Source: an optimization exercise on an open RTL-to-GDS flow (aim: a short achievable clock period and few clock cycles). Production flows keep margins and buffers that such runs may drop. The RTL was checked by simulation tests, not by an equivalence proof against the original design. No activity file was given, so power comes from the tool's default toggle rates.

==> design.v <==
module riscv_core #(
    parameter DATA_MEM_SIZE = 1024
) (
    input  logic        clk,
    input  logic        rst_n,
    output logic [31:0] instr_rd_addr,
    input  logic [31:0] instr_rd_data,
    output logic [31:0] data_rd_addr,
    input  logic [31:0] data_rd_data,
    output logic [1:0]  data_wr,
    output logic [31:0] data_wr_addr,
    output logic [31:0] data_wr_data,
    output logic [2:0]  halt
);
    function automatic logic [31:0] ksadd(input logic [31:0] x, input logic [31:0] y, input logic ci);
        logic [31:0] g, p, gg, pp, g2, p2;
        g  = x & y;
        p  = x ^ y;
        gg = {g[31:1], g[0] | (p[0] & ci)};
        pp = p;
        for (int k = 1; k < 32; k = k * 2) begin
            g2 = gg;
            p2 = pp;
            for (int i = k; i < 32; i = i + 1) begin
                g2[i] = gg[i] | (pp[i] & gg[i-k]);
                p2[i] = pp[i] & pp[i-k];
            end
            gg = g2;
            pp = p2;
        end
        ksadd = p ^ {gg[30:0], ci};
    endfunction
    function automatic logic [2:0] cmp(input logic [31:0] x, input logic [31:0] y);
        logic [31:0] g, p, gg, pp, g2, p2, ny;
        logic c, ltu;
        ny = ~y;
        g  = x & ny;
        p  = x ^ ny;
        gg = {g[31:1], g[0] | p[0]};
        pp = p;
        for (int k = 1; k < 32; k = k * 2) begin
            g2 = gg;
            p2 = pp;
            for (int i = k; i < 32; i = i + 1) begin
                g2[i] = gg[i] | (pp[i] & gg[i-k]);
                p2[i] = pp[i] & pp[i-k];
            end
            gg = g2;
            pp = p2;
        end
        c   = gg[31];           
        ltu = !c;
        cmp = {x == y, (x[31] != y[31]) ? x[31] : ltu, ltu};
    endfunction
    logic [31:0] fa;
    logic        p_jalr;      
    logic        i_valid, i_hit;
    logic [1:0]  i_ctr;
    logic [31:0] i_pc, i_pn;
    logic        d_valid, d_hit;
    logic [1:0]  d_ctr;
    logic [31:0] d_pc, d_pn, d_pdiff, d_ins;
    logic        e_valid;
    logic [31:0] e_pc, e_a, e_b, e_bx, e_sd, e_imm, e_target, e_link, e_jcmp;
    logic [4:0]  e_rd;
    logic        e_fa, e_fb, e_fs;   
    logic        e_sub, e_sra;
    logic [8:0]  e_sel;       
    logic        e_br, e_jal, e_jalr, e_ld, e_st, e_env, e_auipc;
    logic [31:0] e_uval;      
    logic [31:0] e_unegd;     
    logic        e_hit, e_ptaken, e_off4;
    logic [1:0]  e_ctr;
    logic [2:0]  e_f3;
    logic [31:0] m_res, m_addr, m_wdata;
    logic [1:0]  m_wr;
    logic [4:0]  m_rd;
    logic        m_ld, m_mem;
    logic [2:0]  m_f3;
    logic [31:0] w_res;
    logic [4:0]  w_rd;
    logic        w_ld;
    logic [2:0]  w_f3;
    logic [31:0] x_val;
    logic [4:0]  x_rd;
    logic        halt0, halt1, halt2;
    logic [31:0] rf [1:31];
    logic [31:0] bt_v;
    logic [4:0]  bt_tag [0:31];
    logic [31:0] bt_tgt [0:31];
    logic        bt_j [0:31];
    logic [1:0]  bt_c [0:31];
    logic        u_v, u_j, u_jalr;
    logic [4:0]  u_idx, u_tag;
    logic [31:0] u_tgt;
    logic [1:0]  u_c;
    logic [31:0] fnext;
    logic [4:0]  fi;
    logic        f_hit, f_pt;
    assign fi    = fa[6:2];
    assign f_hit = bt_v[fi] && bt_tag[fi] == fa[11:7];
    assign f_pt  = f_hit && (bt_j[fi] || bt_c[fi][1]);
    assign fnext = f_pt ? bt_tgt[fi] : fa + 32'd4;
    logic [31:0] ld_val;
    always_comb begin
        case (w_f3)
            3'h0:    ld_val = {{24{data_rd_data[7]}}, data_rd_data[7:0]};
            3'h1:    ld_val = {{16{data_rd_data[15]}}, data_rd_data[15:0]};
            3'h4:    ld_val = {24'h0, data_rd_data[7:0]};
            3'h5:    ld_val = {16'h0, data_rd_data[15:0]};
            default: ld_val = data_rd_data;
        endcase
    end
    always_ff @(posedge clk) begin
        if (x_rd != 5'd0) rf[x_rd] <= x_val;
    end
    logic [31:0] ins;
    assign ins = d_ins;
    logic [6:0] opc;
    logic [2:0] f3;
    logic [6:0] f7;
    logic [4:0] rd, rs1, rs2;
    assign opc = ins[6:0];
    assign f3  = ins[14:12];
    assign f7  = ins[31:25];
    assign rd  = ins[11:7];
    assign rs1 = ins[19:15];
    assign rs2 = ins[24:20];
    logic is_lui, is_auipc, is_jal, is_jalr, is_br, is_ld, is_st, is_opi, is_op, is_sys;
    assign is_lui   = opc == 7'b0110111;
    assign is_auipc = opc == 7'b0010111;
    assign is_jal   = opc == 7'b1101111;
    assign is_jalr  = opc == 7'b1100111;
    assign is_br    = opc == 7'b1100011;
    assign is_ld    = opc == 7'b0000011;
    assign is_st    = opc == 7'b0100011;
    assign is_opi   = opc == 7'b0010011;
    assign is_op    = opc == 7'b0110011;
    assign is_sys   = opc == 7'b1110011;
    logic legal;
    always_comb begin
        legal = 1'b0;
        if (is_op) begin
            case (f3)
                3'h0, 3'h5: legal = f7 == 7'h00 || f7 == 7'h20;
                default:    legal = f7 == 7'h00;
            endcase
        end
        if (is_opi) begin
            case (f3)
                3'h1:    legal = f7 == 7'h00;
                3'h5:    legal = f7 == 7'h00 || f7 == 7'h20;
                default: legal = 1'b1;
            endcase
        end
        if (is_ld)  legal = f3 != 3'h3 && f3 != 3'h6 && f3 != 3'h7;
        if (is_st)  legal = f3 == 3'h0 || f3 == 3'h1 || f3 == 3'h2;
        if (is_br)  legal = f3 != 3'h2 && f3 != 3'h3;
        if (is_jalr) legal = f3 == 3'h0;
        if (is_jal || is_lui || is_auipc) legal = 1'b1;
        if (is_sys) legal = f3 == 3'h0 && ins[31:21] == 11'h0;
    end
    logic [31:0] imm_i, imm_s, imm_b, imm_u, imm_j, imm, imm_bj;
    assign imm_i = {{20{ins[31]}}, ins[31:20]};
    assign imm_s = {{20{ins[31]}}, ins[31:25], ins[11:7]};
    assign imm_b = {{19{ins[31]}}, ins[31], ins[7], ins[30:25], ins[11:8], 1'b0};
    assign imm_u = {ins[31:12], 12'h0};
    assign imm_j = {{11{ins[31]}}, ins[31], ins[19:12], ins[20], ins[30:21], 1'b0};
    assign imm_bj = is_jal ? imm_j : imm_b;
    always_comb begin
        if (is_st)                   imm = imm_s;
        else if (is_br)              imm = imm_b;
        else if (is_lui || is_auipc) imm = imm_u;
        else if (is_jal)             imm = imm_j;
        else                         imm = imm_i;
    end
    logic use1, use2, wen;
    assign use1 = is_op || is_opi || is_ld || is_st || is_br || is_jalr;
    assign use2 = is_op || is_st || is_br;
    assign wen  = (is_op || is_opi || is_ld || is_jal || is_jalr || is_lui || is_auipc) && rd != 5'd0;
    logic [31:0] wb_now, rv1, rv2;
    assign wb_now = w_ld ? ld_val : w_res;
    always_comb begin
        rv1 = rf[rs1];
        if (rs1 == 5'd0)       rv1 = 32'h0;
        else if (rs1 == m_rd)  rv1 = m_res;
        else if (rs1 == w_rd)  rv1 = wb_now;
        else if (rs1 == x_rd)  rv1 = x_val;
        rv2 = rf[rs2];
        if (rs2 == 5'd0)       rv2 = 32'h0;
        else if (rs2 == m_rd)  rv2 = m_res;
        else if (rs2 == w_rd)  rv2 = wb_now;
        else if (rs2 == x_rd)  rv2 = x_val;
    end
    logic h1_e, h2_e;
    assign h1_e = use1 && rs1 != 5'd0 && e_valid && rs1 == e_rd;
    assign h2_e = use2 && rs2 != 5'd0 && e_valid && rs2 == e_rd;
    logic [31:0] iw;
    logic [4:0]  i_rs1, i_rs2, ld_rd_d, ld_rd_e;
    logic        i_use1, i_use2, nh_e, nh_m, d_he, d_hm;
    assign iw     = instr_rd_data;
    assign i_rs1  = iw[19:15];
    assign i_rs2  = iw[24:20];
    assign i_use1 = iw[6:0] == 7'b0110011 || iw[6:0] == 7'b0010011 || iw[6:0] == 7'b0000011 ||
                    iw[6:0] == 7'b0100011 || iw[6:0] == 7'b1100011 || iw[6:0] == 7'b1100111;
    assign i_use2 = iw[6:0] == 7'b0110011 || iw[6:0] == 7'b0100011 || iw[6:0] == 7'b1100011;
    assign ld_rd_d = (d_valid && is_ld) ? rd : 5'd0;
    assign ld_rd_e = (e_valid && e_ld) ? e_rd : 5'd0;
    assign nh_e = (i_use1 && i_rs1 != 5'd0 && i_rs1 == ld_rd_d) || (i_use2 && i_rs2 != 5'd0 && i_rs2 == ld_rd_d);
    assign nh_m = (i_use1 && i_rs1 != 5'd0 && i_rs1 == ld_rd_e) || (i_use2 && i_rs2 != 5'd0 && i_rs2 == ld_rd_e);
    logic d_stall, d_refetch;
    assign d_stall = d_valid && (d_he || d_hm);
    assign d_refetch = d_stall && i_valid;
    logic pn_tgt, pn_link;
    assign pn_tgt  = d_pdiff == imm_bj;
    assign pn_link = d_pdiff == 32'd4;
    logic [31:0] d_bt, d_link, d_target;
    assign d_bt   = d_pc + imm_bj;
    assign d_link = d_pc + 32'd4;
    logic fuse, br_guess, off4, want_tgt, redir_any;
    assign fuse = is_jalr && rs1 != 5'd0 && e_valid && e_auipc && rs1 == e_rd &&
                  imm_i != e_unegd && !d_hit;
    assign br_guess = (rs1 == rs2) ? (f3 == 3'h0 || (f3[2] && f3[0])) : ins[31];
    assign off4 = imm_bj == 32'd4;
    always_comb begin
        want_tgt = 1'b0;
        if (is_jal)
            redir_any = !pn_tgt;
        else if (is_br) begin
            want_tgt = br_guess;
            redir_any = (!d_hit || !(pn_tgt || pn_link)) && (br_guess ? !pn_tgt : !pn_link);
        end else if (is_jalr)
            redir_any = fuse;
        else
            redir_any = !pn_link;
    end
    logic d_redirect;
    assign d_redirect = d_valid && !d_stall && redir_any;
    always_comb begin
        if (is_jalr)                 d_target = e_uval + imm_i;
        else if (is_jal || want_tgt) d_target = d_bt;
        else                         d_target = d_link;
    end
    logic [31:0] a, b, sd;
    assign a  = e_fa ? m_res : e_a;
    assign b  = e_fb ? m_res : e_b;
    assign sd = e_fs ? m_res : e_sd;
    logic [31:0] sum, addr, mx;
    assign mx = m_res ^ {32{e_sub}};
    always_comb begin
        case ({e_fa, e_fb})
            2'b00:   sum = e_a + e_bx + {31'h0, e_sub};
            2'b10:   sum = ksadd(m_res, e_bx, e_sub);
            2'b01:   sum = ksadd(e_a, mx, e_sub);
            default: sum = ksadd(m_res, mx, e_sub);
        endcase
    end
    assign addr = e_fa ? ksadd(m_res, e_imm, 1'b0) : e_a + e_imm;
    logic [31:0] sll_r, sr_r;
    assign sll_r = a << b[4:0];
    assign sr_r  = 32'($signed({e_sra & a[31], a}) >>> b[4:0]);
    logic [2:0] c00, c10, c01, c11, c;
    assign c00 = cmp(e_a, e_b);
    assign c10 = cmp(m_res, e_b);
    assign c01 = cmp(e_a, m_res);
    assign c11 = 3'b100;
    always_comb begin
        case ({e_fa, e_fb})
            2'b00:   c = c00;
            2'b10:   c = c10;
            2'b01:   c = c01;
            default: c = c11;
        endcase
    end
    logic eq, lt, ltu;
    assign {eq, lt, ltu} = c;
    logic [31:0] res;
    always_comb begin
        res = 32'h0;
        if (e_sel[0]) res = res | sum;
        if (e_sel[1]) res = res | (a ^ b);
        if (e_sel[2]) res = res | (a | b);
        if (e_sel[3]) res = res | (a & b);
        if (e_sel[4]) res = res | sll_r;
        if (e_sel[5]) res = res | sr_r;
        if (e_sel[6]) res = res | {31'h0, lt};
        if (e_sel[7]) res = res | {31'h0, ltu};
        if (e_sel[8]) res = res | e_link;
    end
    logic cond, taken;
    always_comb begin
        case (e_f3[2:1])
            2'b00:   cond = eq;
            2'b10:   cond = lt;
            default: cond = ltu;
        endcase
        taken = cond ^ e_f3[0];
    end
    logic jalr_ok, e_bmis, e_jmis, e_redirect;
    assign jalr_ok = e_fa ? (m_res == e_jcmp) : (e_a == e_jcmp);
    assign e_bmis  = e_valid && e_br && !e_off4 && (taken != e_ptaken);
    assign e_jmis  = e_valid && e_jalr && !jalr_ok;
    assign e_redirect = e_bmis || e_jmis;
    logic bt_upd;
    assign bt_upd = e_valid && (e_jal || e_jalr || (e_br && (taken || e_hit)));
    always_ff @(posedge clk) begin
        if (!rst_n) begin
            fa      <= 32'h0;
            p_jalr  <= 1'b0;
            i_valid <= 1'b0;
            d_valid <= 1'b0;
            e_valid <= 1'b0;
            m_rd    <= 5'd0;
            m_wr    <= 2'd0;
            m_ld    <= 1'b0;
            m_mem   <= 1'b0;
            w_rd    <= 5'd0;
            w_ld    <= 1'b0;
            x_rd    <= 5'd0;
            halt0   <= 1'b0;
            halt1   <= 1'b0;
            halt2   <= 1'b0;
            bt_v    <= 32'h0;
            u_v     <= 1'b0;
        end else begin
            if (e_bmis)          fa <= e_ptaken ? e_link : e_target;
            else if (p_jalr)     fa <= m_addr;
            else if (d_refetch)  fa <= i_pc;
            else if (d_redirect) fa <= d_target;
            else                 fa <= fnext;
            p_jalr  <= e_jmis;
            i_valid <= !(e_redirect || d_refetch || d_redirect);
            if (e_redirect)    d_valid <= 1'b0;
            else if (!d_stall) d_valid <= i_valid && !d_redirect;
            e_valid <= d_valid && !d_stall && !e_redirect;
            m_rd  <= e_valid ? e_rd : 5'd0;
            m_ld  <= e_valid && e_ld;
            m_mem <= e_valid && (e_ld || e_st);
            m_wr  <= (e_valid && e_st) ? (e_f3[1] ? 2'd3 : e_f3[0] ? 2'd2 : 2'd1) : 2'd0;
            w_rd <= m_rd;
            w_ld <= m_ld;
            x_rd <= w_rd;
            if (d_valid && !legal) halt0 <= 1'b1;
            if (m_mem && m_addr[31:10] != 22'h0) halt1 <= 1'b1;
            if (e_valid && e_env) halt2 <= 1'b1;
            u_v <= bt_upd;
            if (u_v) bt_v[u_idx] <= 1'b1;
        end
    end
    always_ff @(posedge clk) begin
        i_pc  <= fa;
        i_pn  <= fnext;
        i_hit <= f_hit;
        i_ctr <= bt_c[fi];
        if (!d_stall) begin
            d_he    <= nh_e;
            d_hm    <= nh_m;
            d_ins   <= instr_rd_data;
            d_pc    <= i_pc;
            d_pn    <= i_pn;
            d_pdiff <= i_pn - i_pc;
            d_hit   <= i_hit;
            d_ctr   <= i_ctr;
        end else begin
            d_he  <= 1'b0;
            d_hm  <= d_he;
        end
        e_pc      <= d_pc;
        e_link    <= d_link;
        e_target  <= d_bt;
        e_imm     <= imm;
        e_rd      <= wen ? rd : 5'd0;
        e_a       <= is_lui ? 32'h0 : is_auipc ? d_pc : rv1;
        e_b       <= (is_op || is_br) ? rv2 : imm;
        e_bx      <= (is_op && f3 == 3'h0 && ins[30]) ? ~rv2 : (is_op || is_br) ? rv2 : imm;
        e_sd      <= rv2;
        e_fa      <= h1_e;
        e_fb      <= (is_op || is_br) && h2_e;
        e_fs      <= h2_e;
        e_sub     <= is_op && f3 == 3'h0 && ins[30];
        e_sra     <= ins[30];
        e_sel[0]  <= ((is_op || is_opi) && f3 == 3'h0) || is_lui || is_auipc;
        e_sel[1]  <= (is_op || is_opi) && f3 == 3'h4;
        e_sel[2]  <= (is_op || is_opi) && f3 == 3'h6;
        e_sel[3]  <= (is_op || is_opi) && f3 == 3'h7;
        e_sel[4]  <= (is_op || is_opi) && f3 == 3'h1;
        e_sel[5]  <= (is_op || is_opi) && f3 == 3'h5;
        e_sel[6]  <= (is_op || is_opi) && f3 == 3'h2;
        e_sel[7]  <= (is_op || is_opi) && f3 == 3'h3;
        e_sel[8]  <= is_jal || is_jalr;
        e_br      <= is_br;
        e_jal     <= is_jal;
        e_jalr    <= is_jalr;
        e_ld      <= is_ld;
        e_st      <= is_st;
        e_env     <= is_sys && legal;
        e_f3      <= f3;
        e_hit     <= d_hit;
        e_ctr     <= d_ctr;
        e_ptaken  <= redir_any ? want_tgt : pn_tgt;
        e_off4    <= off4;
        e_jcmp    <= redir_any ? e_uval : d_pn - imm_i;
        e_auipc   <= is_auipc;
        e_uval    <= d_pc + imm_u;
        e_unegd   <= 32'd8 - imm_u;
        m_res   <= res;
        m_addr  <= addr;
        m_wdata <= sd;
        m_f3    <= e_f3;
        w_res <= m_res;
        w_f3  <= m_f3;
        x_val <= wb_now;
        u_idx  <= e_pc[6:2];
        u_tag  <= e_pc[11:7];
        u_tgt  <= e_target;
        u_jalr <= e_jalr;
        u_j    <= !e_br;
        if (!e_hit)       u_c <= taken ? 2'b10 : 2'b01;
        else if (taken)   u_c <= e_ctr == 2'b11 ? 2'b11 : e_ctr + 2'b01;
        else              u_c <= e_ctr == 2'b00 ? 2'b00 : e_ctr - 2'b01;
        if (u_v) begin
            bt_tag[u_idx] <= u_tag;
            bt_tgt[u_idx] <= u_jalr ? m_addr : u_tgt;
            bt_j[u_idx]   <= u_j;
            bt_c[u_idx]   <= u_c;
        end
    end
    assign instr_rd_addr = fa;
    assign data_rd_addr  = m_addr;
    assign data_wr_addr  = m_addr;
    assign data_wr_data  = m_wdata;
    assign data_wr       = m_wr;
    assign halt          = {halt2, halt1, halt0};
endmodule
==> flow/run.sh <==
#!/bin/bash
set -euo pipefail
export SETUP_SLACK_MARGIN=${MARGIN:-6.5}
export BUFFER_PORTS_ARGS="-buffer_cell sky130_fd_sc_hd__buf_4"
bash standard.sh > standard_flow.log 2>&1
==> standard.sh <==
#!/bin/bash
# synth_recipe.tcl (not shown) runs the flow's synth.tcl, then flattens the netlist and writes it again
# the make line also repeats each setting of config.mk as NAME=value (left out here)
make -C /OpenROAD-flow-scripts/flow DESIGN_CONFIG=/design/flow/config.mk WORK_HOME=/design/flow/orfs CLKGATE_MAP_FILE= SYNTH_SCRIPT=/design/flow/synth_recipe.tcl "${@:-finish}"
==> config.mk <==
export PLATFORM = sky130hd
export DESIGN_NAME = riscv_core
export DESIGN_NICKNAME = riscv_core
export VERILOG_FILES = /design/flow/design.v
export SDC_FILE = /design/flow/constraint.sdc
export NUM_CORES = 4
export LEC_CHECK = 0
export ABC_AREA = 0
export ABC_CLOCK_PERIOD_IN_PS = 3000
export CAP_MARGIN = 20
export CORE_MARGIN = 2
export CORE_UTILIZATION = 40
export PLACE_DENSITY = 0.6
export SLEW_MARGIN = 20
==> constraint.sdc <==
create_clock -name core_clock -period 10.0 [get_ports {clk}]
set_input_delay 2.0000 -clock core_clock [delete_from_list [all_inputs] [get_ports {clk}]]
set_output_delay 2.0000 -clock core_clock [all_outputs]
set_load 0.01 [all_outputs]
==> impl_metrics.toml, run 1 <==
[floorplan]
rows = 225
io_pins = 199
dieHeight_um = 619
coreArea_sq_um = 376000
die_w_um = 619
initial_core_util_pct = 40.2
die_area_sq_um = 384000

[setup_path]
slowest_stage = "or4_4"
crit_path_end_kind = "flop"
path_cells = "ha_4 > nand4_1 > or4_4 > o22ai_4 > o31a_1 > o21ai_4 > buf_4 > o31ai_2 > nor2_1 > a211oi_4 > buf_12 > mux2i_4 > buf_12 > buf_8 > buf_12 > buf_16 > o2111ai_2 > o31ai_1"
path_class = "flop to flop"
crit_required_ns = 10.83
max_stage_delay_ns = 0.53
cpMostUsedCell = "buf_12"
worst-path-max-fanout = 8
cp_top_family = "compound AO/OA/AOI/OAI gates"
crit_path_start_kind = "flop"
worstPathArrival_ns = 5.03
path_buf_inv = 6

[worst_hold_path]
min_path_type = "flop to flop"

[power_and_ir_drop]
comb_power_share_pct = 17.8
cellPowerDensity_nw_per_um2 = 182
p_leak_nw = 66.3
power_frac_seq_pct = 44.5
p_clk_share_pct = 37.8
net-switching-power_w = 0.00945
ir_drop_v = 0.000163
internal_power_w = 0.0240
p_sw_share_pct = 28.2

[placed_design]
io_buffers = 198
place_hpwl_um = 381000
globalplace.congestion = 0.987
dp_worst_setup_slack_ns = 3.74

[logic_synthesis]
synthArstFlopShare_pct = 0
synth-xor-area-share_pct = 2.99
synth_cell_types = 98
syn_nets = 11400
synthAdderAreaFrac_pct = 4.32
synth_ff_type = "edfxtp_1"
synth_compound_area_share_pct = 8.89
yosysSeqAreaShare_pct = 57.2
synthCells = 10800
synth.most_common_cell = "edfxtp_1"
synthesis.area_sq_um = 151000
muxShareOfSynthArea_pct = 17.7
yosys.area.top_type = "edfxtp_1"
synth_common_cells = "edfxtp_1 (2,403), mux4_2 (961), dfxtp_1 (721), nand2_1 (678), nor2_1 (656)"
syn_area_per_cell_sq_um = 14.0
yosys_warnings = 1
synth_top_area_share_pct = 47.6
ys_ff_latch = 3124
synth_top_family_by_area = "multiplexers"
synth_edf_count = 2403
yosys.area_share.simple_pct = 6.24
synth_area_leaders = "edfxtp_1 (48%), mux4_2 (14%), dfxtp_1 (9.5%), ha_1 (4.2%), mux2i_1 (2.2%)"

[global_routing]
track_usage_pct = 30.8
grt_pass1_vias = 104000
grt_antenna_before_repair = 50
grt_first_pass_wirelength_um = 829000
gr-total-overflow = 0
grt_max_degree = 130

[job]
maxCapViolCount = 0

[sta]
setup_slack_ns = 5.80
rsz0062_at_grt = "yes"
slew_viol_final = 0
setup_violations = 0
hold_violations = 0
fmax_ghz = 0.238
period_needed_ns = 4.20
finalCritPeriodShare_pct = 42.0
worst_slew_pin_slew_ns = 1.19
finClkSkew_ns = 0.0550
relSlewSlack_pct = 19.9
fin_tns_setup_ns = 0

[clocking]
cts_tree = "done"
clk_pin_slew_ns = 0.07
cts.sinks = 3124
clock_path_buffers = 4
cts_root_buf = "clkbuf_16"
cts_hold_buffers = 0
clk_latency_ns = 0.96
cts_max_level = 5
cts_made_buffers = 340

[layout]
drive_gt1_share_pct = 30.6
post-route-util_pct = 48.9
fin_nets = 12200
area_growth_pct = 21.4

[detailed_routing]
dr_total_vias = 107000
routedWlPerCell_um = 36.0
via_per_inst = 6.34
drtIter0Drc = 15600
firstDrtPassIters = 8
routed_wl_um = 608000
drc = 0
drtAntennaViolNets = 0

[outcome]
status = "finished clean"
[layer usage]
metal | share of wire, % | global-route usage, %
met3 | 10 | 5.88
met4 | 6.4 | 16.7
met5 | 0.035 | 0.278
met1 | 39 | 42.2
met2 | 44 | 46.4
[cells in the final DEF (no fill, tap or decap), types with 89 or more instances in the layout]
cell and n:
edfxtp_1 2403, xnor2_1 297, nor2_1 572, nand2_1 653, nor3_1 99, dfxtp_1 554, a21o_1 150, mux4_2 961
xor2_1 199, o21ai_0 358, buf_12 89, mux2i_1 281, dfxtp_4 115, mux2_2 134, a21oi_1 543, clkbuf_16 361
buf_4 700, inv_1 325, buf_6 147, ha_1 439, nand3_1 125
[sequential cells by signal, indices dropped and copies added, names as in the netlist, 64 cells and up, named ones only]
signal / cells
bt_c: 64
bt_tag: 160
bt_tgt: 1024
rf: 992
[logic make-up (layout without fill, tap and decap cells)]
family,Yosys count,after routing
AOI/OAI and AO/OA,2131,2131
xor gates and xnor gates,518,518
adders and majority gates,516,516
buffers and inverters,993,2055
DFF,3124,3124
muxes,1456,1457
other,0,34
and+or+nand+nor,2070,2072
[worst register-to-register path: cells and delay by family (launching register included)]
family | cells | cell delay [ns]
compound gates | 7 | 1.34
simple gates | 3 | 0.78
fa+ha+maj | 1 | 0.31
mux | 1 | 0.32
buf+inv | 6 | 0.92
flops | 1 | 0.45
[power groups by stage]
| stage | logic [W] | clock network, W | registers, W |
|---|---|---|---|
| 2_1_floorplan | 0.00292 | 0 | 0.0149 |
| 3_3_place_gp | 0.00453 | 0 | 0.0153 |
| 3_5_place_dp | 0.00454 | 0 | 0.0153 |
| 4_1_cts | 0.00558 | 0.0128 | 0.0149 |
| 5_1_grt | 0.00618 | 0.0133 | 0.0149 |
| 6_report | 0.00595 | 0.0126 | 0.0149 |
[timing repair]
action,CTS,global route
pin swaps,186,194
gates resized for setup,1138,450
setup endpoints to repair,497,409
cloned,59,16
setup buffers,338,202
[path summary, 6_finish.rpt]
| check | start | endpoint | slack, ns | depth (start not counted) |
|---|---|---|---|---|
| worst min register to register | e_target[29] | u_tgt[29] | 0.33 | 0 |
| worst min-delay path | e_target[29] | u_tgt[29] | 0.33 | 0 |
| worst max register to register | e_a[9] | fa[15] | 5.80 | 18 |
| worst max-delay path | e_a[9] | fa[15] | 5.80 | 18 |
[stage by stage]
stage	total power [W]	instances	area, sq um	hold slack [ns]
finish	0.0335	16900	184000	0.326
floorplan	0.0178	10800	152000	0.310
global route	0.0343	16900	184000	0.325
detailed placement	0.0199	15600	160000	0.314
CTS	0.0332	16600	180000	0.314
global placement	0.0198	15600	160000	0.324
[final cells by class]
type                            instances  area, sq um
Tap cell                             4994         6250
Timing Repair Buffer                 1062        11900
Sequential cell                      3124        87100
Clock buffer                          456         9390
Antenna cell                           34         85.1
Multi-Input combinational cell       6694        66000
Timing Repair inverter                  1         8.76
Fill cell                           31800       192000
Clock inverter                        170         1750
Inverter                              366         1460
Testbench counts, summed over its fixed seeds: cycles 59,432.
==> run 2: changes to the inputs <==
--- a/design.v
+++ b/design.v
@@ -30,6 +30,24 @@
         end
         ksadd = p ^ {gg[30:0], ci};
     endfunction
+    function automatic logic [12:0] add12(input logic [11:0] x, input logic [11:0] y);
+        logic [11:0] g, p, gg, pp, g2, p2;
+        g  = x & y;
+        p  = x ^ y;
+        gg = g;
+        pp = p;
+        for (int k = 1; k < 12; k = k * 2) begin
+            g2 = gg;
+            p2 = pp;
+            for (int i = k; i < 12; i = i + 1) begin
+                g2[i] = gg[i] | (pp[i] & gg[i-k]);
+                p2[i] = pp[i] & pp[i-k];
+            end
+            gg = g2;
+            pp = p2;
+        end
+        add12 = {gg[11], p ^ {gg[10:0], 1'b0}};
+    endfunction
     function automatic logic [2:0] cmp(input logic [31:0] x, input logic [31:0] y);
         logic [31:0] g, p, gg, pp, g2, p2, ny;
         logic c, ltu;
@@ -52,14 +70,17 @@
         ltu = !c;
         cmp = {x == y, (x[31] != y[31]) ? x[31] : ltu, ltu};
     endfunction
-    logic [31:0] fa;
+    logic [31:0] fa_o;        
+    logic [31:0] fa;          
+    logic        fx;          
+    logic [31:0] t_full;      
     logic        p_jalr;      
     logic        i_valid, i_hit;
     logic [1:0]  i_ctr;
     logic [31:0] i_pc, i_pn;
-    logic        d_valid, d_hit;
+    logic        d_valid, d_hit, d_ired;
     logic [1:0]  d_ctr;
-    logic [31:0] d_pc, d_pn, d_pdiff, d_ins;
+    logic [31:0] d_pc, d_pn, d_pdiff, d_ins, d_immbj;
     logic        e_valid;
     logic [31:0] e_pc, e_a, e_b, e_bx, e_sd, e_imm, e_target, e_link, e_jcmp;
     logic [4:0]  e_rd;
@@ -86,6 +107,7 @@
     logic        halt0, halt1, halt2;
     logic [31:0] rf [1:31];
     logic [31:0] bt_v;
+    logic [31:0] bt_pt;       
     logic [4:0]  bt_tag [0:31];
     logic [31:0] bt_tgt [0:31];
     logic        bt_j [0:31];
@@ -94,13 +116,18 @@
     logic [4:0]  u_idx, u_tag;
     logic [31:0] u_tgt;
     logic [1:0]  u_c;
-    logic [31:0] fnext;
+    logic [31:0] fnext, fa_full, fa4, tf4, hv;
     logic [4:0]  fi;
     logic        f_hit, f_pt;
-    assign fi    = fa[6:2];
-    assign f_hit = bt_v[fi] && bt_tag[fi] == fa[11:7];
-    assign f_pt  = f_hit && (bt_j[fi] || bt_c[fi][1]);
-    assign fnext = f_pt ? bt_tgt[fi] : fa + 32'd4;
+    assign fi      = fa[6:2];
+    always_comb
+        for (int k = 0; k < 32; k++) hv[k] = bt_v[k] && bt_tag[k] == fa[11:7];
+    assign f_hit   = hv[fi];
+    assign f_pt    = hv[fi] && bt_pt[fi];
+    assign fa4     = fa + 32'd4;
+    assign tf4     = t_full + 32'd4;
+    assign fa_full = fx ? t_full : fa;
+    assign fnext   = f_pt ? bt_tgt[fi] : fx ? tf4 : fa4;
     logic [31:0] ld_val;
     always_comb begin
         case (w_f3)
@@ -166,7 +193,7 @@
     assign imm_b = {{19{ins[31]}}, ins[31], ins[7], ins[30:25], ins[11:8], 1'b0};
     assign imm_u = {ins[31:12], 12'h0};
     assign imm_j = {{11{ins[31]}}, ins[31], ins[19:12], ins[20], ins[30:21], 1'b0};
-    assign imm_bj = is_jal ? imm_j : imm_b;
+    assign imm_bj = d_immbj;
     always_comb begin
         if (is_st)                   imm = imm_s;
         else if (is_br)              imm = imm_b;
@@ -212,14 +239,40 @@
     assign d_stall = d_valid && (d_he || d_hm);
     assign d_refetch = d_stall && i_valid;
     logic pn_tgt, pn_link;
-    assign pn_tgt  = d_pdiff == imm_bj;
-    assign pn_link = d_pdiff == 32'd4;
+    assign pn_tgt  = d_ired || d_pdiff == imm_bj;
+    assign pn_link = !d_ired && d_pdiff == 32'd4;
+    logic        i_isjal, i_isbr, i_isjalr, i_guess, i_fuse, i_small, i_off4, i_redirect;
+    logic [31:0] i_immbj, i_immi, i_imm, i_tgt;
+    logic [12:0] s_b, s_j, s_i;
+    assign i_isjal  = iw[6:0] == 7'b1101111;
+    assign i_isbr   = iw[6:0] == 7'b1100011;
+    assign i_isjalr = iw[6:0] == 7'b1100111;
+    assign i_immbj  = i_isjal ? {{11{iw[31]}}, iw[31], iw[19:12], iw[20], iw[30:21], 1'b0} :
+                                {{19{iw[31]}}, iw[31], iw[7], iw[30:25], iw[11:8], 1'b0};
+    assign i_immi   = {{20{iw[31]}}, iw[31:20]};
+    assign i_guess  = (i_rs1 == i_rs2) ? (iw[14:12] == 3'h0 || (iw[14] && iw[12])) : iw[31];
+    assign i_fuse   = i_isjalr && iw[14:12] == 3'h0 && d_valid && is_auipc && rd != 5'd0 &&
+                      rd == i_rs1 && ins[31:12] == 20'h0;
+    assign i_imm    = i_isjalr ? i_immi : i_immbj;
+    assign s_b      = {1'b0, i_pc[11:0]} + {1'b0, iw[7], iw[30:25], iw[11:8], 1'b0};
+    assign s_j      = add12(i_pc[11:0], {iw[20], iw[30:21], 1'b0});
+    assign s_i      = add12(d_pc[11:0], iw[31:20]);
+    logic [31:0] t_b, t_j, t_i;
+    assign t_b   = {iw[31] ? (s_b[12] ? i_pc[31:12] : i_pc_hi_m) : (s_b[12] ? i_pc_hi_p : i_pc[31:12]), s_b[11:0]};
+    assign t_j   = {iw[31] ? (s_j[12] ? i_pc[31:12] : i_pc_hi_m) : (s_j[12] ? i_pc_hi_p : i_pc[31:12]), s_j[11:0]};
+    assign t_i   = {iw[31] ? (s_i[12] ? d_pc[31:12] : d_pc_hi_m) : (s_i[12] ? d_pc_hi_p : d_pc[31:12]), s_i[11:0]};
+    assign i_tgt = i_isjalr ? t_i : i_isjal ? t_j : t_b;
+    assign i_small  = i_imm[31:11] == 21'h0 || i_imm[31:11] == 21'h1fffff;
+    assign i_off4   = i_isjalr ? i_immi == 32'd8 : i_immbj == 32'd4;
+    assign i_redirect = i_valid && !i_hit && !d_stall && i_small && !i_off4 &&
+                        (i_isjal || (i_isbr && i_guess) || i_fuse);
+    logic [19:0] i_pc_hi_p, i_pc_hi_m, d_pc_hi_p, d_pc_hi_m;
     logic [31:0] d_bt, d_link, d_target;
     assign d_bt   = d_pc + imm_bj;
     assign d_link = d_pc + 32'd4;
     logic fuse, br_guess, off4, want_tgt, redir_any;
     assign fuse = is_jalr && rs1 != 5'd0 && e_valid && e_auipc && rs1 == e_rd &&
-                  imm_i != e_unegd && !d_hit;
+                  imm_i != e_unegd && !d_hit && !d_ired;
     assign br_guess = (rs1 == rs2) ? (f3 == 3'h0 || (f3[2] && f3[0])) : ins[31];
     assign off4 = imm_bj == 32'd4;
     always_comb begin
@@ -236,23 +289,30 @@
     end
     logic d_redirect;
     assign d_redirect = d_valid && !d_stall && redir_any;
+    logic [11:0] d_tlo;       
     always_comb begin
-        if (is_jalr)                 d_target = e_uval + imm_i;
-        else if (is_jal || want_tgt) d_target = d_bt;
-        else                         d_target = d_link;
+        if (is_jalr) begin
+            d_target = e_uval + imm_i;
+            d_tlo    = e_uval[11:0] + imm_i[11:0];
+        end else if (is_jal || want_tgt) begin
+            d_target = d_bt;
+            d_tlo    = d_pc[11:0] + imm_bj[11:0];
+        end else begin
+            d_target = d_link;
+            d_tlo    = d_pc[11:0] + 12'd4;
+        end
     end
     logic [31:0] a, b, sd;
     assign a  = e_fa ? m_res : e_a;
     assign b  = e_fb ? m_res : e_b;
     assign sd = e_fs ? m_res : e_sd;
-    logic [31:0] sum, addr, mx;
-    assign mx = m_res ^ {32{e_sub}};
+    logic [31:0] sum, addr;
     always_comb begin
         case ({e_fa, e_fb})
             2'b00:   sum = e_a + e_bx + {31'h0, e_sub};
             2'b10:   sum = ksadd(m_res, e_bx, e_sub);
-            2'b01:   sum = ksadd(e_a, mx, e_sub);
-            default: sum = ksadd(m_res, mx, e_sub);
+            2'b01:   sum = e_sub ? ksadd(e_a, ~m_res, 1'b1) : ksadd(e_a, m_res, 1'b0);
+            default: sum = e_sub ? 32'h0 : {m_res[30:0], 1'b0};
         endcase
     end
     assign addr = e_fa ? ksadd(m_res, e_imm, 1'b0) : e_a + e_imm;
@@ -301,11 +361,15 @@
     assign e_bmis  = e_valid && e_br && !e_off4 && (taken != e_ptaken);
     assign e_jmis  = e_valid && e_jalr && !jalr_ok;
     assign e_redirect = e_bmis || e_jmis;
+    logic sel_i;
+    assign sel_i = i_redirect && !e_bmis && !p_jalr && !d_refetch && !d_redirect;
     logic bt_upd;
     assign bt_upd = e_valid && (e_jal || e_jalr || (e_br && (taken || e_hit)));
     always_ff @(posedge clk) begin
         if (!rst_n) begin
             fa      <= 32'h0;
+            fa_o    <= 32'h0;
+            fx      <= 1'b0;
             p_jalr  <= 1'b0;
             i_valid <= 1'b0;
             d_valid <= 1'b0;
@@ -321,15 +385,24 @@
             halt1   <= 1'b0;
             halt2   <= 1'b0;
             bt_v    <= 32'h0;
+            bt_pt   <= 32'h0;
             u_v     <= 1'b0;
         end else begin
-            if (e_bmis)          fa <= e_ptaken ? e_link : e_target;
+            if (sel_i)           fa <= i_tgt;
+            else if (e_bmis)     fa <= e_ptaken ? e_link : e_target;
             else if (p_jalr)     fa <= m_addr;
             else if (d_refetch)  fa <= i_pc;
-            else if (d_redirect) fa <= d_target;
+            else if (d_redirect) fa <= {d_pc[31:12], d_tlo};
             else                 fa <= fnext;
+            fx <= !e_bmis && !p_jalr && !d_refetch && d_redirect;
+            fa_o <= ({32{e_bmis}} & (e_ptaken ? e_link : e_target)) |
+                    ({32{!e_bmis && p_jalr}} & m_addr) |
+                    ({32{!e_bmis && !p_jalr && d_refetch}} & i_pc) |
+                    ({32{!e_bmis && !p_jalr && !d_refetch && d_redirect}} & {d_pc[31:12], d_tlo}) |
+                    ({32{sel_i}} & i_tgt) |
+                    ({32{!e_bmis && !p_jalr && !d_refetch && !d_redirect && !i_redirect}} & fnext);
             p_jalr  <= e_jmis;
-            i_valid <= !(e_redirect || d_refetch || d_redirect);
+            i_valid <= !(e_redirect || d_refetch || d_redirect || i_redirect);
             if (e_redirect)    d_valid <= 1'b0;
             else if (!d_stall) d_valid <= i_valid && !d_redirect;
             e_valid <= d_valid && !d_stall && !e_redirect;
@@ -344,11 +417,17 @@
             if (m_mem && m_addr[31:10] != 22'h0) halt1 <= 1'b1;
             if (e_valid && e_env) halt2 <= 1'b1;
             u_v <= bt_upd;
-            if (u_v) bt_v[u_idx] <= 1'b1;
+            if (u_v) begin
+                bt_v[u_idx]  <= 1'b1;
+                bt_pt[u_idx] <= u_j || u_c[1];
+            end
         end
     end
     always_ff @(posedge clk) begin
-        i_pc  <= fa;
+        t_full <= d_target;
+        i_pc  <= fa_full;
+        i_pc_hi_p <= fa_full[31:12] + 20'd1;
+        i_pc_hi_m <= fa_full[31:12] - 20'd1;
         i_pn  <= fnext;
         i_hit <= f_hit;
         i_ctr <= bt_c[fi];
@@ -356,9 +435,15 @@
             d_he    <= nh_e;
             d_hm    <= nh_m;
             d_ins   <= instr_rd_data;
+            d_immbj <= (iw[6:0] == 7'b1101111) ?
+                       {{11{iw[31]}}, iw[31], iw[19:12], iw[20], iw[30:21], 1'b0} :
+                       {{19{iw[31]}}, iw[31], iw[7], iw[30:25], iw[11:8], 1'b0};
             d_pc    <= i_pc;
             d_pn    <= i_pn;
             d_pdiff <= i_pn - i_pc;
+            d_ired  <= i_redirect;
+            d_pc_hi_p <= i_pc_hi_p;
+            d_pc_hi_m <= i_pc_hi_m;
             d_hit   <= i_hit;
             d_ctr   <= i_ctr;
         end else begin
@@ -399,7 +484,7 @@
         e_ctr     <= d_ctr;
         e_ptaken  <= redir_any ? want_tgt : pn_tgt;
         e_off4    <= off4;
-        e_jcmp    <= redir_any ? e_uval : d_pn - imm_i;
+        e_jcmp    <= (redir_any || d_ired) ? e_uval : d_pn - imm_i;
         e_auipc   <= is_auipc;
         e_uval    <= d_pc + imm_u;
         e_unegd   <= 32'd8 - imm_u;
@@ -425,7 +510,7 @@
             bt_c[u_idx]   <= u_c;
         end
     end
-    assign instr_rd_addr = fa;
+    assign instr_rd_addr = fa_o;
     assign data_rd_addr  = m_addr;
     assign data_wr_addr  = m_addr;
     assign data_wr_data  = m_wdata;
==> run 2 against run 1 <==
Compared with the run above:
- setup slack lost 0.53 ns
- combinational power increased by 16%
- non-clock buffer count increased by 21
- via count increased by 4.5%
- maximum frequency down 11%
- register-to-register slack got worse by 0.53 ns
==> impl_metrics.toml, run 2 <==
[outcome]
status = "finished clean"

[placed_design]
place_hpwl_um = 408000
io_buffers = 198
globalplace.congestion = 0.998

[worst_hold_path]
min_to = "w_f3[1]"
hp-start = "m_f3[1]"
min_path_type = "flop to flop"
holdPathStages = 0

[floorplan]
die_w_um = 633
rows = 230
coreArea_sq_um = 393000
dieHeight_um = 633
initial_core_util_pct = 40.2
die_area_sq_um = 400000
io_pins = 199

[setup_path]
path_class = "flop to flop"
r2r_cells = 23
ff2ff_setup_slack_ns = 5.28
crit_required_ns = 10.87
crit_path_start_kind = "flop"
timing.critical_path.from = "e_a[0]"
crit_path_end_kind = "flop"
worst-path-max-fanout = 6
reg2reg_from = "e_a[0]"
r2r-end = "fa[21]"
worstPathArrival_ns = 5.60

[clocking]
cts_tree = "done"
clock_path_buffers = 4
cts_root_buf = "clkbuf_16"
cts.sinks = 3281
cts_made_buffers = 358
cts_max_level = 5
clk_pin_slew_ns = 0.06
clk_latency_ns = 1.01

[logic_synthesis]
yosys.area.top_type = "edfxtp_1"
synth-xor-area-share_pct = 3.79
synth_ff_type = "edfxtp_1"
synthesis.area_sq_um = 158000
synthAdderAreaFrac_pct = 4.14
synth_area_leaders = "edfxtp_1 (46%), mux4_2 (13%), dfxtp_1 (11%), ha_1 (3.9%), xnor2_1 (2.6%)"
synth_common_cells = "edfxtp_1 (2,424), mux4_2 (931), dfxtp_1 (857), nor2_1 (797)"
syn_area_per_cell_sq_um = 13.6
yosysSeqAreaShare_pct = 56.9
synthCells = 11600
synth_top_family_by_area = "multiplexers"
ys_ff_latch = 3281
synth_cell_types = 106
synth.most_common_cell = "edfxtp_1"
synth_compound_area_share_pct = 9.06
synth_top_area_share_pct = 46.0
yosys.area_share.simple_pct = 6.91
muxShareOfSynthArea_pct = 16.5
synth_edf_count = 2424
syn_nets = 12200
yosys_warnings = 1
synthArstFlopShare_pct = 0

[sta]
fin_tns_setup_ns = 0
slew_viol_final = 0
period_needed_ns = 4.72
rsz0062_at_grt = "yes"
finClkSkew_ns = 0.100
fmax_ghz = 0.212
finalCritPeriodShare_pct = 47.2
relSlewSlack_pct = 20.9
worst_slew_pin_slew_ns = 1.17
hold_violations = 0
setup_violations = 0

[global_routing]
grt_pass1_vias = 109000
grt_first_pass_wirelength_um = 874000
gr-total-overflow = 0
grt_antenna_before_repair = 45
track_usage_pct = 31.2
grt_max_degree = 84

[layout]
largest_reg_flops = 1024
regMostFlops = "bt_tgt"
final.fill_count = 33600
layout_common_cells = "edfxtp_1 (2,424), mux4_2 (931), nor2_1 (701), dfxtp_1 (694), buf_4 (675)"
drive_gt1_share_pct = 29.5
final_common_cell = "edfxtp_1"
post-route-util_pct = 48.8
top_regs = "bt_tgt x1024, rf x992, bt_tag x160"
area_growth_pct = 21.4
fin_nets = 12900

[power_and_ir_drop]
net-switching-power_w = 0.0104
p_sw_share_pct = 28.9
comb_power_share_pct = 19.2
finalPower_w = 0.0360
p_leak_nw = 68.9
cellPowerDensity_nw_per_um2 = 188
internal_power_w = 0.0256
p_clk_share_pct = 37.2
power_frac_seq_pct = 43.6
ir_drop_v = 0.000151

[detailed_routing]
drtAntennaViolNets = 0
via_per_inst = 6.25
routedWlPerCell_um = 36.2
dr_total_vias = 112000
routed_wl_um = 648000
drtIter0Drc = 14200
drc = 0
firstDrtPassIters = 6

[job]
maxCapViolCount = 0
-- run 2: cells by family (layout without fill, tap and decap cells) --
logic type,count (synthesis),count (layout)
xor gates and xnor gates,683,683
muxes,1428,1428
AOI/OAI and AO/OA,2239,2240
DFF,3281,3281
other,0,33
adders and majority gates,514,514
buffers and inverters,1081,2124
and+or+nand+nor,2382,2384
-- run 2: power groups by stage --
stage | Sequential (W) | Clock, W | Combinational, W
floorplan | 0.0156 | 0 | 0.00339
CTS | 0.0157 | 0.0135 | 0.00642
global route | 0.0157 | 0.0141 | 0.00721
detailed placement | 0.0161 | 0 | 0.00540
global placement | 0.0161 | 0 | 0.00538
finish | 0.0157 | 0.0134 | 0.00691
-- run 2: timing repair --
action,CTS,global route
cloned,46,28
hold buffers,0,0
endpoints found under the setup margin,616,321
resized for setup,1231,502
buffers inserted,328,178
pin swaps,242,284
-- run 2: final cells by class --
cell class              instances  area (sq um)  area share [%]
flip-flops and latches       3281         90400            47.1
multi-input cells            7249         69800            36.3
repair buffers               1083         12100            6.28
clock buffers                 488          9940            5.17
well taps                    5220          6530            3.40
clock inverters               176          1790           0.932
inverters                     376          1480           0.770
diodes                         33          82.6          0.0430
repair inverters                1          5.00         0.00261
-- run 2: worst max path at each step --
| stage | cells past startpoint | slack [ns] | to |
|---|---|---|---|
| floorplan | 17 | 5.08 | fa[31] |
| global placement | 17 | 3.42 | fa[20] |
| detailed placement | 17 | 3.41 | fa[31] |
| CTS | 20 | 5.35 | fa[4] |
| global route | 24 | 5.21 | fa[20] |
| finish | 23 | 5.28 | fa[21] |
-- run 2: worst max-delay path, stage by stage, from the launching register on --
cell and delay [ns]:
dfxtp_4 0.37, inv_4 0.04, ha_4 0.15, fa_2 0.37, nor2b_4 0.17, o311ai_4 0.13
a211oi_4 0.35, o211ai_4 0.17, o21ai_4 0.20, a31oi_4 0.13, a2111oi_4 0.33, buf_6 0.19
nor3_4 0.05, o31ai_4 0.28, buf_12 0.18, xnor2_4 0.18, o21ai_4 0.14, nor3b_4 0.32
buf_12 0.18, buf_4 0.13, buf_12 0.09, buf_16 0.14, a21oi_2 0.05, a211oi_1 0.29
-- run 2: layer usage --
metal	global-route usage, %	wire, um	part of all wire (%)
met5	0	125	0.019
met4	19.0	48800	7.5
met3	6.60	61700	9.5
met2	48.1	288000	45
met1	40.6	249000	38
-- run 2: metrics by stage --
stage / instances / instance area [sq um] / worst slack, ns / hold slack [ns]
after floorplan: 11600 / 159000 / 5.08 / 0.310
after global placement: 16600 / 167000 / 3.42 / 0.318
after detailed placement: 16600 / 167000 / 3.41 / 0.314
after CTS: 17700 / 188000 / 5.35 / 0.318
after global routing: 17900 / 192000 / 5.21 / 0.318
final: 17900 / 192000 / 5.28 / 0.314
Testbench counts of run 2, summed over its fixed seeds: cycles 57,892.
==> run 3: changes to the inputs <==
--- a/design.v
+++ b/design.v
@@ -93,7 +93,8 @@
     logic        e_hit, e_ptaken, e_off4;
     logic [1:0]  e_ctr;
     logic [2:0]  e_f3;
-    logic [31:0] m_res, m_addr, m_wdata;
+    logic [31:0] m_res, m_addr, m_wdata, m_btgt;
+    logic        m_brv, m_taken, m_ptaken;
     logic [1:0]  m_wr;
     logic [4:0]  m_rd;
     logic        m_ld, m_mem;
@@ -309,9 +310,9 @@
     logic [31:0] sum, addr;
     always_comb begin
         case ({e_fa, e_fb})
-            2'b00:   sum = e_a + e_bx + {31'h0, e_sub};
-            2'b10:   sum = ksadd(m_res, e_bx, e_sub);
-            2'b01:   sum = e_sub ? ksadd(e_a, ~m_res, 1'b1) : ksadd(e_a, m_res, 1'b0);
+            2'b00:   sum = e_sub ? e_a + e_bx + 32'd1 : e_a + e_b;
+            2'b10:   sum = e_sub ? m_res + e_bx + 32'd1 : m_res + e_b;
+            2'b01:   sum = e_sub ? e_a + ~m_res + 32'd1 : e_a + m_res;
             default: sum = e_sub ? 32'h0 : {m_res[30:0], 1'b0};
         endcase
     end
@@ -334,18 +335,18 @@
     end
     logic eq, lt, ltu;
     assign {eq, lt, ltu} = c;
-    logic [31:0] res;
+    logic [31:0] res, res_o;
+    assign res = e_sel[0] ? sum : res_o;
     always_comb begin
-        res = 32'h0;
-        if (e_sel[0]) res = res | sum;
-        if (e_sel[1]) res = res | (a ^ b);
-        if (e_sel[2]) res = res | (a | b);
-        if (e_sel[3]) res = res | (a & b);
-        if (e_sel[4]) res = res | sll_r;
-        if (e_sel[5]) res = res | sr_r;
-        if (e_sel[6]) res = res | {31'h0, lt};
-        if (e_sel[7]) res = res | {31'h0, ltu};
-        if (e_sel[8]) res = res | e_link;
+        res_o = 32'h0;
+        if (e_sel[1]) res_o = res_o | (a ^ b);
+        if (e_sel[2]) res_o = res_o | (a | b);
+        if (e_sel[3]) res_o = res_o | (a & b);
+        if (e_sel[4]) res_o = res_o | sll_r;
+        if (e_sel[5]) res_o = res_o | sr_r;
+        if (e_sel[6]) res_o = res_o | {31'h0, lt};
+        if (e_sel[7]) res_o = res_o | {31'h0, ltu};
+        if (e_sel[8]) res_o = res_o | e_link;
     end
     logic cond, taken;
     always_comb begin
@@ -356,15 +357,16 @@
         endcase
         taken = cond ^ e_f3[0];
     end
-    logic jalr_ok, e_bmis, e_jmis, e_redirect;
+    logic jalr_ok, m_bmis, ev, e_jmis, e_redirect;
+    assign m_bmis  = m_brv && (m_taken != m_ptaken);
+    assign ev      = e_valid && !m_bmis;
     assign jalr_ok = e_fa ? (m_res == e_jcmp) : (e_a == e_jcmp);
-    assign e_bmis  = e_valid && e_br && !e_off4 && (taken != e_ptaken);
-    assign e_jmis  = e_valid && e_jalr && !jalr_ok;
-    assign e_redirect = e_bmis || e_jmis;
+    assign e_jmis  = ev && e_jalr && !jalr_ok;
+    assign e_redirect = m_bmis || e_jmis;
     logic sel_i;
-    assign sel_i = i_redirect && !e_bmis && !p_jalr && !d_refetch && !d_redirect;
+    assign sel_i = i_redirect && !m_bmis && !p_jalr && !d_refetch && !d_redirect;
     logic bt_upd;
-    assign bt_upd = e_valid && (e_jal || e_jalr || (e_br && (taken || e_hit)));
+    assign bt_upd = ev && (e_jal || e_jalr || (e_br && (taken || e_hit)));
     always_ff @(posedge clk) begin
         if (!rst_n) begin
             fa      <= 32'h0;
@@ -375,6 +377,7 @@
             d_valid <= 1'b0;
             e_valid <= 1'b0;
             m_rd    <= 5'd0;
+            m_brv   <= 1'b0;
             m_wr    <= 2'd0;
             m_ld    <= 1'b0;
             m_mem   <= 1'b0;
@@ -389,33 +392,34 @@
             u_v     <= 1'b0;
         end else begin
             if (sel_i)           fa <= i_tgt;
-            else if (e_bmis)     fa <= e_ptaken ? e_link : e_target;
+            else if (m_bmis)     fa <= m_btgt;
             else if (p_jalr)     fa <= m_addr;
             else if (d_refetch)  fa <= i_pc;
             else if (d_redirect) fa <= {d_pc[31:12], d_tlo};
             else                 fa <= fnext;
-            fx <= !e_bmis && !p_jalr && !d_refetch && d_redirect;
-            fa_o <= ({32{e_bmis}} & (e_ptaken ? e_link : e_target)) |
-                    ({32{!e_bmis && p_jalr}} & m_addr) |
-                    ({32{!e_bmis && !p_jalr && d_refetch}} & i_pc) |
-                    ({32{!e_bmis && !p_jalr && !d_refetch && d_redirect}} & {d_pc[31:12], d_tlo}) |
+            fx <= !m_bmis && !p_jalr && !d_refetch && d_redirect;
+            fa_o <= ({32{m_bmis}} & m_btgt) |
+                    ({32{!m_bmis && p_jalr}} & m_addr) |
+                    ({32{!m_bmis && !p_jalr && d_refetch}} & i_pc) |
+                    ({32{!m_bmis && !p_jalr && !d_refetch && d_redirect}} & {d_pc[31:12], d_tlo}) |
                     ({32{sel_i}} & i_tgt) |
-                    ({32{!e_bmis && !p_jalr && !d_refetch && !d_redirect && !i_redirect}} & fnext);
+                    ({32{!m_bmis && !p_jalr && !d_refetch && !d_redirect && !i_redirect}} & fnext);
             p_jalr  <= e_jmis;
             i_valid <= !(e_redirect || d_refetch || d_redirect || i_redirect);
             if (e_redirect)    d_valid <= 1'b0;
             else if (!d_stall) d_valid <= i_valid && !d_redirect;
             e_valid <= d_valid && !d_stall && !e_redirect;
-            m_rd  <= e_valid ? e_rd : 5'd0;
-            m_ld  <= e_valid && e_ld;
-            m_mem <= e_valid && (e_ld || e_st);
-            m_wr  <= (e_valid && e_st) ? (e_f3[1] ? 2'd3 : e_f3[0] ? 2'd2 : 2'd1) : 2'd0;
+            m_rd  <= ev ? e_rd : 5'd0;
+            m_ld  <= ev && e_ld;
+            m_mem <= ev && (e_ld || e_st);
+            m_wr  <= (ev && e_st) ? (e_f3[1] ? 2'd3 : e_f3[0] ? 2'd2 : 2'd1) : 2'd0;
+            m_brv <= ev && e_br && !e_off4;
             w_rd <= m_rd;
             w_ld <= m_ld;
             x_rd <= w_rd;
             if (d_valid && !legal) halt0 <= 1'b1;
             if (m_mem && m_addr[31:10] != 22'h0) halt1 <= 1'b1;
-            if (e_valid && e_env) halt2 <= 1'b1;
+            if (ev && e_env) halt2 <= 1'b1;
             u_v <= bt_upd;
             if (u_v) begin
                 bt_v[u_idx]  <= 1'b1;
@@ -489,6 +493,9 @@
         e_uval    <= d_pc + imm_u;
         e_unegd   <= 32'd8 - imm_u;
         m_res   <= res;
+        m_taken <= taken;
+        m_ptaken <= e_ptaken;
+        m_btgt  <= e_ptaken ? e_link : e_target;
         m_addr  <= addr;
         m_wdata <= sd;
         m_f3    <= e_f3;
==> run 3 against run 2 <==
Compared with the run above:
- register-to-register slack improved by 0.83 ns
- cell area rose by 3.0%
- critical path type is now input port to flop
- area after synthesis grew 4.0%
- critical path depth decreased by 8
- still clean on timing, DRC and antenna
- first-iteration DRC count up 16%
- critical endpoint is now fa_o[30]
==> impl_metrics.toml, run 3 <==
[outcome]
status = "finished clean"

[power_and_ir_drop]
finalPower_w = 0.0373
ir_drop_v = 0.000200
cellPowerDensity_nw_per_um2 = 189
p_leak_nw = 70.6

[logic_synthesis]
synthCells = 12300
synth_ff_type = "edfxtp_1"
ys_ff_latch = 3315
synth_common_cells = "edfxtp_1 (2,424), mux4_2 (943), dfxtp_1 (891), nor2_1 (872), nand2_1 (766)"
syn_area_per_cell_sq_um = 13.4
syn_nets = 13000
yosys.area.top_type = "edfxtp_1"
synthesis.area_sq_um = 164000
synth_edf_count = 2424
synth_top_area_share_pct = 44.3
synth_cell_types = 111
synth.most_common_cell = "edfxtp_1"
synth_area_leaders = "edfxtp_1 (44%), mux4_2 (13%), dfxtp_1 (11%), ha_1 (4.3%), xnor2_1 (3.0%)"
yosys_warnings = 1
yosysSeqAreaShare_pct = 55.1
synthArstFlopShare_pct = 0

[global_routing]
track_usage_pct = 29.1
grt_antenna_before_repair = 48
grt_first_pass_wirelength_um = 860000
grt_pass1_vias = 110000
grt_max_degree = 131
gr-total-overflow = 0

[layout]
top_regs = "bt_tgt x1024, rf x992, bt_tag x160"
largest_reg_flops = 1024
layout_common_cells = "edfxtp_1 (2,424), mux4_2 (943), nor2_1 (781), nand2_1 (751), dfxtp_1 (722)"
multi_input_area_sq_um = 74800
regMostFlops = "bt_tgt"
final_common_cell = "edfxtp_1"
final.fill_count = 35100
final-instance-count-excl-fill = 18800
area.sequential_sq_um = 91100
area_growth_pct = 20.2
fin_nets = 13600
post-route-util_pct = 48.3
drive_gt1_share_pct = 28.1

[clocking]
cts_made_buffers = 363
cts_max_level = 5
cts_root_buf = "clkbuf_16"
clock_path_buffers = 4
cts.sinks = 3315
cts_tree = "done"
clk_latency_ns = 1.02
clk_pin_slew_ns = 0.07

[floorplan]
rows = 235
die_area_sq_um = 416000
dieHeight_um = 645
coreArea_sq_um = 410000
initial_core_util_pct = 40.2
io_pins = 199
die_w_um = 645

[sta]
setup_slack_ns = 6.00
finalCritPeriodShare_pct = 40.0
fin_tns_setup_ns = 0
period_needed_ns = 4.00
hold_violations = 0
setup_violations = 0
slew_viol_final = 0
relSlewSlack_pct = 8.16
rsz0062_at_grt = "yes"
finClkSkew_ns = 0.117
fmax_ghz = 0.250
worst_slew_pin_slew_ns = 1.36

[job]
maxCapViolCount = 0

[detailed_routing]
firstDrtPassIters = 9
drc = 0
routedWlPerCell_um = 33.6
routed_wl_um = 631000
drtAntennaViolNets = 0
met1_length_um = 247000
wl_met3_um = 65100
dr_total_vias = 117000
drtIter0Drc = 16500
top_layer = "met5"
met2_length_um = 276000
via_per_inst = 6.21

[setup_path]
crit_path_end_kind = "flop"
crit_path_start_kind = "input port"
slowest_stage = "a2111oi_4"
worstPathArrival_ns = 4.89
cpMostUsedCell = "a21o_1"
worst-path-max-fanout = 12
path_class = "input port to flop"
crit_required_ns = 10.89
max_stage_delay_ns = 0.35
path_cells = "buf_16 > ha_4 > a21o_1 > a21o_1 > a211oi_2 > nor2b_4 > o21ai_4 > a21oi_4 > buf_12 > mux2i_4 > xnor2_4 > buf_4 > a2111oi_4 > a21oi_2 > o211a_1"

[placed_design]
place_hpwl_um = 394000
dp_worst_setup_slack_ns = 4.31
io_buffers = 198
dp.cells = 17500
globalplace.congestion = 0.998

[worst_hold_path]
min_path_type = "flop to flop"
==> run 3: changes by cell type in the layout (fill, tap and decap cells not counted), sizes merged, moves of 43 or more <==
cell    previous run  this run
xnor2            465       559
o21ai            487       571
nor2             798       879
nand2            692       767
ha               498       562
mux2i            372       434
inv              376       436
a21oi            693       635
mux2             125       176
buf             1045       995
a211o              9        55
a211oi           126        83
==> run 3: per-layer routing <==
metal | track usage (%) | vias up
li1 | - | 48800
met1 | 39.3 | 59300
met2 | 43.8 | 6961
met3 | 6.16 | 1450
met4 | 16.2 | 30
met5 | 0 | -
==> run 3: power breakdown <==
part / internal, W / switching [W]
combinational: 0.00308 / 0.00432
clock: 0.00781 / 0.00575
sequential: 0.0155 / 0.000812
total: 0.0264 / 0.0109
==> run 3: repair_timing <==
action                                  4_1_cts  5_1_grt
setup buffers                               300      174
gates resized for setup                    1130      479
pin swaps                                   203      245
cloned                                       38       24
endpoints found under the setup margin      791      446
hold buffers                                  0        0
==> run 3: per-stage QoR <==
| step | instance area [sq um] | hold slack [ns] |
|---|---|---|
| floorplan | 165000 | 0.310 |
| global placement | 173000 | 0.314 |
| detailed placement | 173000 | 0.318 |
| CTS | 193000 | 0.299 |
| global route | 198000 | 0.326 |
| finish | 198000 | 0.309 |
==> run 3: cells by family after synthesis <==
kind of cell | synth area share [%]
flops | 55.1
simple gates | 7.45
compound gates | 9.33
mux | 16.8
buf+inv | 2.98
xor+xnor | 3.92
fa+ha+maj | 4.47
==> run 3: final timing paths <==
check                            endpoint  slack, ns               from  cells past startpoint
worst max-delay path             fa_o[30]       6.00  instr_rd_data[22]                     15
worst min-delay path            u_tgt[17]       0.31       e_target[17]                      0
worst max register to register   fa_o[20]       6.11              fa[3]                      9
worst min register to register  u_tgt[17]       0.31       e_target[17]                      0
==> run 3: area by class of cell <==
type | instances | share of cell area (%)
sequential | 3315 | 46.1
multi-input combinational | 7844 | 37.8
timing repair buffer | 1033 | 5.76
clock buffer | 492 | 5.16
tap | 5451 | 3.45
clock inverter | 182 | 0.876
inverter | 433 | 0.862
antenna | 20 | 0.0253
timing repair inverter | 3 | 0.0127
==> run 3: critical path: cells and delay by family <==
family,cells,cell delay (ns)
adder cells (fa/ha/maj),1,0.22
AO/OA/AOI/OAI,8,1.58
AND/OR/NAND/NOR,1,0.23
XOR/XNOR,1,0.23
buffers and inverters,3,0.50
multiplexers,1,0.11
Testbench counts of run 3, summed over its fixed seeds: cycles 58,757.
==> run 4: changes to the inputs <==
--- a/design.v
+++ b/design.v
@@ -405,7 +405,7 @@
                     ({32{sel_i}} & i_tgt) |
                     ({32{!m_bmis && !p_jalr && !d_refetch && !d_redirect && !i_redirect}} & fnext);
             p_jalr  <= e_jmis;
-            i_valid <= !(e_redirect || d_refetch || d_redirect || i_redirect);
+            i_valid <= !(e_redirect || p_jalr || d_refetch || d_redirect || i_redirect);
             if (e_redirect)    d_valid <= 1'b0;
             else if (!d_stall) d_valid <= i_valid && !d_redirect;
             e_valid <= d_valid && !d_stall && !e_redirect;
==> run 4 against run 3 <==
Compared with the run above:
- cell area decreased by 0.72%
- critical path depth shrank 1
- highest routed layer unchanged
- global-route usage shrank 0.79 points
- wire length fell by 2.8%
- area after synthesis decreased by 0.14%
- power decreased by 4.0%
- clock skew is 0.031 ns lower
- cell count fell by 0.31%
==> impl_metrics.toml, run 4 <==
[floorplan]
rows = 235
initial_core_util_pct = 40.1
coreArea_sq_um = 409000
die_w_um = 645
io_pins = 199
dieHeight_um = 645
die_area_sq_um = 416000

[placed_design]
dp_worst_setup_slack_ns = 4.15
io_buffers = 198
placed_area_sq_um = 173000
place_hpwl_um = 393000
globalplace.congestion = 0.970

[setup_path]
crit_required_ns = 10.87
r2r-end = "u_c[0]"
path_class = "input port to flop"
crit_path_end_kind = "flop"
crit_path_start_kind = "input port"
worstPathArrival_ns = 4.79
worst-path-max-fanout = 7
r2r_cells = 19
reg2reg_from = "e_a[0]"
ff2ff_setup_slack_ns = 6.22

[clocking]
cts.sinks = 3315
cts_hold_buffers = 0
cts_root_buf = "clkbuf_16"
clock_path_buffers = 4
cts_max_level = 5
cts_tree = "done"
clk_pin_slew_ns = 0.07
clk_latency_ns = 0.99
cts_made_buffers = 356

[layout]
regMostFlops = "bt_tgt"
fin_nets = 13600
fin_area_sq_um = 196000
final_common_cell = "edfxtp_1"
area_growth_pct = 19.5
top_regs = "bt_tgt x1024, rf x992, bt_tag x160"
layout_common_cells = "edfxtp_1 (2,424), mux4_2 (940), nor2_1 (806), dfxtp_1 (728), nand2_1 (702)"
final.fill_count = 35500
largest_reg_flops = 1024
drive_gt1_share_pct = 27.1

[global_routing]
grt_pass1_vias = 110000
track_usage_pct = 28.3
grt_max_degree = 148
use_met1_pct = 37.9
grt_antenna_before_repair = 37
top_usage_layer = "met2"
gr-usage-met3_pct = 4.89
grtUsageMet2_pct = 43.6
gr-total-overflow = 0
grt_first_pass_wirelength_um = 841000

[detailed_routing]
dr_total_vias = 115000
routed_wl_um = 613000
routedWlPerCell_um = 32.8
via_per_inst = 6.15
drtAntennaViolNets = 0
drtIter0Drc = 15500
drc = 0
firstDrtPassIters = 6

[logic_synthesis]
synth.most_common_cell = "edfxtp_1"
synth_edf_count = 2424
syn_area_per_cell_sq_um = 13.3
yosysSeqAreaShare_pct = 55.2
synth_area_leaders = "edfxtp_1 (44%), mux4_2 (13%), dfxtp_1 (11%), ha_1 (4.3%), xnor2_1 (2.6%)"
synthCells = 12400
synthArstFlopShare_pct = 0
synth_common_cells = "edfxtp_1 (2,424), mux4_2 (940), dfxtp_1 (891), nor2_1 (882), nand2_1 (718)"
syn_nets = 13000
yosys_warnings = 1
synth_cell_types = 106
yosys.area.top_type = "edfxtp_1"
synthesis.area_sq_um = 164000
ys_ff_latch = 3315
synth_top_area_share_pct = 44.3
synth_ff_type = "edfxtp_1"

[power_and_ir_drop]
cellPowerDensity_nw_per_um2 = 182
p_leak_nw = 70.5
ir_drop_v = 0.000150

[sta]
finClkSkew_ns = 0.0855
period_needed_ns = 3.92
rsz0062_at_grt = "yes"
relSlewSlack_pct = 13.9
setup_slack_ns = 6.08
hold_violations = 0
setup_violations = 0
fmax_ghz = 0.255
slew_viol_final = 0
finalCritPeriodShare_pct = 39.2
fin_tns_setup_ns = 0
whs_ns = 0.326
worst_slew_pin_slew_ns = 1.28

[worst_hold_path]
min_path_type = "flop to flop"
hp-start = "m_f3[1]"
min_to = "w_f3[1]"
holdPathStages = 0

[job]
maxCapViolCount = 0

[outcome]
status = "finished clean"
run 4: cells by family (layout without fill, tap and decap cells):
kind of cell    count (synthesis)  after routing  synth area share [%]
mux                          1495           1495                  16.4
simple gates                 2625           2631                  7.50
flops                        3315           3315                  55.2
compound gates               2438           2438                  9.54
xor+xnor                      736            736                  3.92
fa+ha+maj                     578            578                  4.48
other cells                     0             21                     0
buf+inv                      1173           2050                  2.99
run 4: area by class of cell:
cell class                      instances  area, sq um  area share, %
Timing Repair Buffer                  957        10400           5.28
Antenna cell                           21         52.6         0.0268
Clock inverter                        187         2120           1.08
Sequential cell                      3315        91100           46.4
Timing Repair inverter                  2         27.5         0.0140
Multi-Input combinational cell       7878        74200           37.8
Clock buffer                          474         9890           5.04
Inverter                              430         1720          0.874
Tap cell                             5451         6820           3.47
run 4: what timing repair did:
item	CTS	global route
cloned	32	18
pin swaps	195	273
resized for setup	1023	496
buffers inserted	278	159
endpoints found under the setup margin	710	301
run 4: power breakdown:
| group | total (W) | leakage, nW | switching, W | internal, W |
|---|---|---|---|---|
| clock network | 0.0136 | 5.85 | 0.00584 | 0.00780 |
| logic | 0.00635 | 34.5 | 0.00362 | 0.00273 |
| registers | 0.0158 | 30.2 | 0.000592 | 0.0152 |
| total | 0.0358 | 70.5 | 0.0100 | 0.0257 |
run 4: worst max path at each step:
stage,end,from,slack [ns],cells after the start
floorplan,fa[24],instr_rd_data[20],5.56,12
global placement,fa_o[18],instr_rd_data[27],4.20,11
detailed placement,fa_o[13],instr_rd_data[20],4.15,14
CTS,fa_o[13],instr_rd_data[20],6.12,14
global route,u_c[0],e_a[0],6.06,19
finish,fa[22],instr_rd_data[20],6.08,14
run 4: through the flow:
step           total power, W  utilization [%]  instances
6_report               0.0358             48.0      18700
5_1_grt                0.0368             48.0      18700
4_1_cts                0.0355             47.0      18500
3_5_place_dp           0.0213             42.2      17500
3_3_place_gp           0.0213             42.2      17500
2_1_floorplan          0.0193                -      12400
run 4: per-layer routing:
| metal | wire (um) | vias to the layer above |
|---|---|---|
| met2 | 274000 | 6283 |
| met4 | 42500 | 12 |
| met3 | 56300 | 1405 |
| met1 | 240000 | 58700 |
| li1 | - | 48800 |
| met5 | 76 | - |
run 4: worst max-delay path, cell delays in order:
cell	delay, ns
buf_12	0.12
ha_4	0.16
fa_2	0.35
a21o_1	0.21
a21oi_4	0.24
o21ai_2	0.11
a31oi_2	0.18
a21o_2	0.21
buf_12	0.15
xor2_4	0.12
buf_12	0.21
a2111oi_4	0.34
o21ai_2	0.10
a32o_1	0.25
Testbench counts of run 4, summed over its fixed seeds: cycles 58,757.

-- re-timing with driven ports --
In the flow no input, the clock included, has a driving cell. The finished layouts below were timed again as built, in two steps. Step 1 (the two cells are an assumption about what drives the block):
set clk [get_ports {clk}]
set_driving_cell -lib_cell sky130_fd_sc_hd__clkbuf_16 $clk
set_driving_cell -lib_cell sky130_fd_sc_hd__buf_2 [delete_from_list [all_inputs] $clk]
Step 2 moves the port delays by t, midway between the first and last clock arrival at a register: inputs arrive t later, outputs are due t later. That takes back most of the time a late clock gives input paths. a / b / c = ideal ports / drivers / drivers and shift; a / b = the first two.
run | t, ns | setup WS [ns] | worst setup path after step 2 | worst register clock-pin slew, ns
run 1 | 1.033 | 5.805 / 5.805 / 5.328 | input to register | 0.07 / 0.07
run 2 | 1.058 | 5.277 / 5.277 / 4.413 | input to register | 0.07 / 0.07
run 3 | 1.058 | 6.004 / 5.870 / 4.812 | input to register | 0.07 / 0.07
run 4 | 1.066 | 6.078 / 6.086 / 5.021 | input to register | 0.08 / 0.08
After both steps setup and hold are still met in every run listed. For run 3, which loses most, drivers alone change the setup slack by -0.134 ns; drivers and shift together by -1.192 ns.
